Context: an optimization exercise on an open-source flow, tuned for small area and a short achievable clock period. The choices shown serve that exercise and are no tape-out recipe.
RTL that was checked went through simulation tests only; none was proved equivalent to the original.
Power and IR drop assume default switching activity.

Setup of the baseline:
Design eq_streaming, start of the top module:
module eq_streaming #(
	parameter integer C_S_AXI_DATA_WIDTH = 32
)
(
    input aclk,
    input aresetn,
    input [C_S_AXI_DATA_WIDTH-1:0] D_READY,
    input [C_S_AXI_DATA_WIDTH-1:0] FFT_PTNS,
    input [C_S_AXI_DATA_WIDTH-1:0] FFT_BKTS,
    input [C_S_AXI_DATA_WIDTH-1:0] my_reg0,
    input [C_S_AXI_DATA_WIDTH-1:0] my_reg1,
    input [C_S_AXI_DATA_WIDTH-1:0] my_reg2,
    input [C_S_AXI_DATA_WIDTH-1:0] my_reg3,
    input [C_S_AXI_DATA_WIDTH-1:0] my_reg4,
    input [C_S_AXI_DATA_WIDTH-1:0] my_reg5,
    input [C_S_AXI_DATA_WIDTH-1:0] my_reg6,
    input [C_S_AXI_DATA_WIDTH-1:0] my_reg7,
    input [C_S_AXI_DATA_WIDTH-1:0] my_reg8,
    input [C_S_AXI_DATA_WIDTH-1:0] my_reg9,
    input [C_S_AXI_DATA_WIDTH-1:0] my_reg10,
    input [C_S_AXI_DATA_WIDTH-1:0] my_reg11,
    input [C_S_AXI_DATA_WIDTH-1:0] my_reg12,
    input [C_S_AXI_DATA_WIDTH-1:0] s_axis_data,
    output reg s_axis_ready,
    input s_axis_valid,
    output reg [C_S_AXI_DATA_WIDTH-1:0] m_axis_data,
    input m_axis_ready,
    output reg m_axis_valid
);
For scale: about 2100 cells after synthesis, about 240 flip-flops, ~580 I/O pins.
Settings: LEC_CHECK=0, CAP_MARGIN=20, CORE_MARGIN=2, CORE_UTILIZATION=45, PLACE_DENSITY=0.6, SLEW_MARGIN=20, SYNTH_HIERARCHICAL=1; clock period 10.0 ns.
standard.sh (not shown) runs the stock make flow with config.mk's settings and CLKGATE_MAP_FILE= SYNTH_SCRIPT=/design/flow/synth_recipe.tcl, a recipe that flattens the netlist after the stock synthesis.
==> flow/flow/run.sh <==
#!/bin/bash
set -euo pipefail
MARGIN=$(cat flow/margin.txt)
bash standard.sh SETUP_SLACK_MARGIN=$MARGIN \
  "BUFFER_PORTS_ARGS=-buffer_cell sky130_fd_sc_hd__buf_1" finish > make_finish.log 2>&1
==> flow/flow/margin.txt <==
7
The baseline finished all stages; the layout is clean.
Edits applied to the flow inputs when going from the baseline to the candidate:
- CTS_CLUSTER_DIAMETER newly set to 80
- CTS_CLUSTER_SIZE newly set to 20
## What came out
Between the baseline and the candidate, count of antenna diodes in the layout decreased.
From the baseline to the candidate the numbers moved as follows: overall fraction of global-route tracks in use -0.17 points, total combinational power ~0 delta, routed wire length -about 0.36%, number of antenna violations at the first check in global routing -1, clock buffer and inverter area fraction after layout -1.7 points.
The candidate consumes less power than the baseline does.
The candidate -> the baseline: die area delta 0, exact match
The baseline → the candidate: proportion of cell area occupied by multi-input gates rose by 1.1 points; wire length of the first global-routing pass shows a reduction of about 0.5%.
The end of the critical path comes out m_axis_data[31] in one run and m_axis_data[25] in the other, namely in the baseline and the candidate respectively.

---

middle:
Another version of the RTL of eq_streaming (not shown whole).
Size in the first run: about 2100 cells after synthesis, ~240 flip-flops, ~580 I/O pins, about 20000 um^2 of cells after synthesis.
Design eq_streaming, start of the top module:
module eq_streaming #(
	parameter integer C_S_AXI_DATA_WIDTH = 32
)
(
    input aclk,
    input aresetn,
    input [C_S_AXI_DATA_WIDTH-1:0] D_READY,
    input [C_S_AXI_DATA_WIDTH-1:0] FFT_PTNS,
    input [C_S_AXI_DATA_WIDTH-1:0] FFT_BKTS,
    input [C_S_AXI_DATA_WIDTH-1:0] my_reg0,
    input [C_S_AXI_DATA_WIDTH-1:0] my_reg1,
    input [C_S_AXI_DATA_WIDTH-1:0] my_reg2,
    input [C_S_AXI_DATA_WIDTH-1:0] my_reg3,
    input [C_S_AXI_DATA_WIDTH-1:0] my_reg4,
    input [C_S_AXI_DATA_WIDTH-1:0] my_reg5,
    input [C_S_AXI_DATA_WIDTH-1:0] my_reg6,
    input [C_S_AXI_DATA_WIDTH-1:0] my_reg7,
    input [C_S_AXI_DATA_WIDTH-1:0] my_reg8,
    input [C_S_AXI_DATA_WIDTH-1:0] my_reg9,
    input [C_S_AXI_DATA_WIDTH-1:0] my_reg10,
    input [C_S_AXI_DATA_WIDTH-1:0] my_reg11,
    input [C_S_AXI_DATA_WIDTH-1:0] my_reg12,
    input [C_S_AXI_DATA_WIDTH-1:0] s_axis_data,
    output reg s_axis_ready,
    input s_axis_valid,
    output reg [C_S_AXI_DATA_WIDTH-1:0] m_axis_data,
    input m_axis_ready,
    output reg m_axis_valid
);
export LEC_CHECK = 0
export CAP_MARGIN = 20
export CORE_MARGIN = 2
export CORE_UTILIZATION = 65
export PLACE_DENSITY = 0.75
export SLEW_MARGIN = 20
create_clock -name core_clock -period 10.0 [get_ports {aclk}]
Scripts as last shown in full above: flow/flow/run.sh, flow/flow/margin.txt
Input-level comparison between north and middle:
# middle
export LEC_CHECK = 0
export CAP_MARGIN = 20
export CORE_MARGIN = 2
export CORE_UTILIZATION = 65
export PLACE_DENSITY = 0.75
export SLEW_MARGIN = 20
create_clock -name core_clock -period 10.0 [get_ports {aclk}]
# north
export LEC_CHECK = 0
export CAP_MARGIN = 20
export CORE_MARGIN = 2
export CORE_UTILIZATION = 65
export CTS_CLUSTER_DIAMETER = 120
export CTS_CLUSTER_SIZE = 30
export PLACE_DENSITY = 0.75
export SLEW_MARGIN = 20
create_clock -name core_clock -period 10.0 [get_ports {aclk}]
--- outcome ---
Compared with middle, north shows initial antenna violation count lower by 3. Diff middle -> north: via count normalized by instance count now sits lower; count of endpoints failing hold in the final timing report now sits at about the same level. Clock tree buffer count of the final layout (north over middle): decrease, 21. Going from middle to north, combined area of the multi-input logic cells ~0 delta; netlist area before placement now sits at about the same level; final worst setup slack dropped 32 ps; final total power dropped about 9%. The internal power in middle is 1.13 times that in north.
No run of this note included a check of the RTL's function; only the layout flow was run.

---

RTL: one of the versions met above, not the one the previous note started from.
Size in the first run: about 2100 cells after synthesis, ~240 flip-flops, roughly 580 I/O pins, ~20000 µm² of cells after synthesis.
Settings: LEC_CHECK=0, CAP_MARGIN=20, CORE_MARGIN=2, CORE_UTILIZATION=60, PLACE_DENSITY=0.7, SLEW_MARGIN=20, SYNTH_HIERARCHICAL=1; clock period 10.0 ns.
Scripts as last shown in full above: flow/flow/run.sh, flow/flow/margin.txt
Edit:
==> flow/flow/margin.txt (replaced) <==
6.85
Settings changed: CORE_UTILIZATION 60 to 45, PLACE_DENSITY 0.7 to 0.6.
What happened:
- synthesized cell count does not change
- total power fell by a few percent
- global-route usage falls by 12 points
- routed wire length fell slightly
- non-clock buffer count drops by 7
- hold slack loses 0.0070 ns
- final cell count rose by a few percent
- final area shrinks slightly
- register-to-register slack hardly moves

---

== job 101 ==
eq_streaming, a different RTL version from the one above (not shown whole).
Size: about 240 flip-flops, about 580 I/O pins, ~20000 µm² of cells after synthesis.
export LEC_CHECK = 0
export CAP_MARGIN = 20
export CORE_MARGIN = 2
export CORE_UTILIZATION = 45
export CTS_CLUSTER_DIAMETER = 80
export CTS_CLUSTER_SIZE = 20
export PLACE_DENSITY = 0.6
export SLEW_MARGIN = 20
export SYNTH_HIERARCHICAL = 1
create_clock -name core_clock -period 10.0 [get_ports {aclk}]
==> flow/flow/margin.txt <==
7
Scripts as last shown in full above: flow/flow/run.sh
Both conditions hold for job 101: the flow ran to the end and the final layout passed the timing, design-rule and antenna checks.
#### Input delta (job 102 over job 101)
diff --git a/flow/config.mk b/flow/config.mk
--- a/flow/config.mk
+++ b/flow/config.mk
@@ -8,8 +8,8 @@
 export CAP_MARGIN = 20
 export CORE_MARGIN = 2
-export CORE_UTILIZATION = 45
+export CORE_UTILIZATION = 52
 export CTS_CLUSTER_DIAMETER = 80
 export CTS_CLUSTER_SIZE = 20
-export PLACE_DENSITY = 0.6
+export PLACE_DENSITY = 0.65
 export SLEW_MARGIN = 20
 export SYNTH_HIERARCHICAL = 1
--- outcome ---
- Job 102 ended with more fraction of power spent switching nets than job 101.
- Compared to job 101, job 102 has die area about 13% lower.
- The clock group share of total power of job 102 falls short of that of job 101 by 0.5 points.
- Looking at overall die height across job 102 and job 101, the one that comes out lower is job 102.
- When job 102 is set beside job 101, its share of the clock period used by the worst path after layout turns out to be 0.68 points larger.
- Job 102 has power of the combinational group above what job 101 had.
- As of job 102, routed wire length had risen by a few percent compared to job 101.
- Count of clock-buffer cells in the layout: job 102 > job 101
## Diff of input files: job 103 against job 102
diff --git a/flow/config.mk b/flow/config.mk
--- a/flow/config.mk
+++ b/flow/config.mk
@@ -8,8 +8,8 @@
 export CAP_MARGIN = 20
 export CORE_MARGIN = 2
-export CORE_UTILIZATION = 52
-export CTS_CLUSTER_DIAMETER = 80
-export CTS_CLUSTER_SIZE = 20
-export PLACE_DENSITY = 0.65
+export CORE_UTILIZATION = 45
+export CTS_CLUSTER_DIAMETER = 150
+export CTS_CLUSTER_SIZE = 24
+export PLACE_DENSITY = 0.6
 export SLEW_MARGIN = 20
 export SYNTH_HIERARCHICAL = 1
## What came out
- Die area | job 103 > job 102
- The lower final standard cell count with taps included and fillers excluded came out of job 102.
- The standard cells in job 103 occupy less silicon area than those in job 102 do.
- Job 103 vs job 102 — buffer count excluding the clock tree in the final layout climbed slightly
- Looking at job 102 and job 103, the sequential power is a wash.

---

eq_streaming again, from the RTL that the note above started with.
==> flow/config.mk <==
export PLATFORM = sky130hd
export DESIGN_NAME = eq_streaming
export DESIGN_NICKNAME = eq_streaming
export VERILOG_FILES = /design/flow/design.v
export SDC_FILE = /design/flow/constraint.sdc
export NUM_CORES = 4
export LEC_CHECK = 0
export CAP_MARGIN = 20
export CORE_MARGIN = 2
export CORE_UTILIZATION = 45
export CTS_CLUSTER_DIAMETER = 100
export CTS_CLUSTER_SIZE = 30
export PLACE_DENSITY = 0.6
export SLEW_MARGIN = 20
export SYNTH_HIERARCHICAL = 1
==> flow/constraint.sdc <==
create_clock -name core_clock -period 10.0 [get_ports {aclk}]
set_input_delay 2.0000 -clock core_clock [delete_from_list [all_inputs] [get_ports {aclk}]]
set_output_delay 2.0000 -clock core_clock [all_outputs]
set_load 0.01 [all_outputs]
Scripts as last shown in full above: flow/flow/run.sh, flow/flow/margin.txt
Edit:
- CTS_CLUSTER_DIAMETER: 100 -> 60
- CTS_CLUSTER_SIZE: 30 -> 16
=>
- The changed run finished clean
- routed wire length went up by 0.98%
- fmax goes down by 3.0%
- clock power is higher by 56%
- sequential share of layout area falls by 0.58 points
- synthesized cell count is unchanged
- cell count came out higher by 0.86%
- critical path depth is higher by 8
- power came out higher by 6.6%
Edit:
==> flow/flow/margin.txt (replaced) <==
7.04
- CTS_CLUSTER_DIAMETER: 60 -> 80
- CTS_CLUSTER_SIZE: 16 -> 20
=>
- The new run completed with no timing, DRC or antenna violations
- setup slack improves by 0.085 ns
- die area stays the same
- cell count goes down by 0.53%
- global-route usage hardly moves
- sequential share of layout area goes up by 0.32 points

---

eq_streaming again, from the RTL that the note above started with.
Settings: LEC_CHECK=0, CAP_MARGIN=20, CORE_MARGIN=2, CORE_UTILIZATION=45, CTS_CLUSTER_DIAMETER=80, CTS_CLUSTER_SIZE=20, PLACE_DENSITY=0.6, SLEW_MARGIN=20, SYNTH_HIERARCHICAL=1; clock period 10.0 ns.
==> flow/flow/margin.txt <==
6.97
Scripts as last shown in full above: flow/flow/run.sh
Edit:
==> flow/flow/margin.txt (replaced) <==
7
Settings changed: CORE_UTILIZATION 45 to 40, PLACE_DENSITY 0.6 to 0.55.
=> Register-to-register slack loses 40 ps; final cell count goes up by 1.2%; worst setup slack gains 57 ps; count of clock-buffer cells in the layout goes down by 1.

---

== run D ==
eq_streaming, a different RTL version from the one above (not shown whole).
For scale: about 2200 cells after synthesis, ~240 flip-flops, roughly 580 I/O pins, ~21000 µm² of cells after synthesis.
==> flow/config.mk <==
export PLATFORM = sky130hd
export DESIGN_NAME = eq_streaming
export DESIGN_NICKNAME = eq_streaming
export VERILOG_FILES = /design/flow/design.v
export SDC_FILE = /design/flow/constraint.sdc
export NUM_CORES = 4
export LEC_CHECK = 0
export CAP_MARGIN = 20
export CORE_MARGIN = 2
export CORE_UTILIZATION = 45
export PLACE_DENSITY = 0.6
export SLEW_MARGIN = 20
==> flow/constraint.sdc <==
create_clock -name core_clock -period 10.0 [get_ports {aclk}]
set_input_delay 2.0000 -clock core_clock [delete_from_list [all_inputs] [get_ports {aclk}]]
set_output_delay 2.0000 -clock core_clock [all_outputs]
set_load 0.01 [all_outputs]
==> flow/flow/margin.txt <==
7.4
Scripts as last shown in full above: flow/flow/run.sh
[inputs] run F vs run D
==> flow/flow/margin.txt <==
7
==> comparison <==
- Of run D and run F, the lower initial antenna violation count belongs to run D.
- From run D to run F the numbers moved as follows: maximum single-stage delay on the critical path fell by 0.10 ns, worst IR drop on VDD fell by about 3.3%, combinational cell fraction of total power fell by 5.7 points, worst setup slack fell by 0.0098 ns.
- Taking run D as the reference, in run F share of the cycle needed by the critical path after routing about even, detailed-route via count fell 7.2%, worst hold slack about even.

## static timing again, ports no longer ideal
The flow's constraints put no driver on any port. The routed layouts listed below were extracted and timed again, unchanged, in two steps. Step 1 (the two cells are an assumption about what drives the block):
set clk [get_ports {aclk}]
set_driving_cell -lib_cell sky130_fd_sc_hd__clkbuf_16 $clk
set_driving_cell -lib_cell sky130_fd_sc_hd__buf_2 [delete_from_list [all_inputs] $clk]
Step 2 also shifts input and output timing later by t, the mid clock arrival at the registers, as if the neighbouring blocks saw the same clock. a / b / c = ideal / step 1 / step 2; a / b = the first two.
run | t, ns | setup slack, ns | worst register clock-pin slew, ns
the baseline | 0.624 | 6.980 / 6.923 / 6.495 | 0.06 / 0.06
the candidate | 0.595 | 7.011 / 6.952 / 6.512 | 0.09 / 0.09
middle | 0.607 | 6.744 / 6.777 / 6.170 | 0.07 / 0.07
north | 0.550 | 6.711 / 6.750 / 6.200 | 0.12 / 0.12
the first run of note 3 | 0.622 | 6.945 / 6.932 / 6.417 | 0.07 / 0.07
the second run of note 3 | 0.626 | 6.876 / 6.817 / 6.373 | 0.07 / 0.07
job 101 | 0.586 | 7.008 / 6.954 / 6.382 | 0.08 / 0.08
job 102 | 0.567 | 6.940 / 6.829 / 6.262 | 0.09 / 0.09
job 103 | 0.554 | 6.999 / 6.886 / 6.332 | 0.11 / 0.11
the first run of note 5 | 0.567 | 7.015 / 6.924 / 6.357 | 0.11 / 0.11
the second run of note 5 | 0.624 | 6.924 / 6.803 / 6.179 | 0.07 / 0.07
the third run of note 5 | 0.585 | 7.008 / 6.919 / 6.334 | 0.08 / 0.08
the first run of note 6 | 0.583 | 6.900 / 6.773 / 6.190 | 0.08 / 0.08
the second run of note 6 | 0.572 | 6.956 / 6.895 / 6.324 | 0.09 / 0.09
run D | 0.621 | 6.968 / 6.921 / 6.369 | 0.07 / 0.07
run F | 0.613 | 6.959 / 6.920 / 6.366 | 0.07 / 0.07
After both steps setup and hold are still met in every run listed. For the second run of note 5, which loses most, drivers alone change the setup slack by -0.121 ns; drivers and shift together by -0.745 ns.
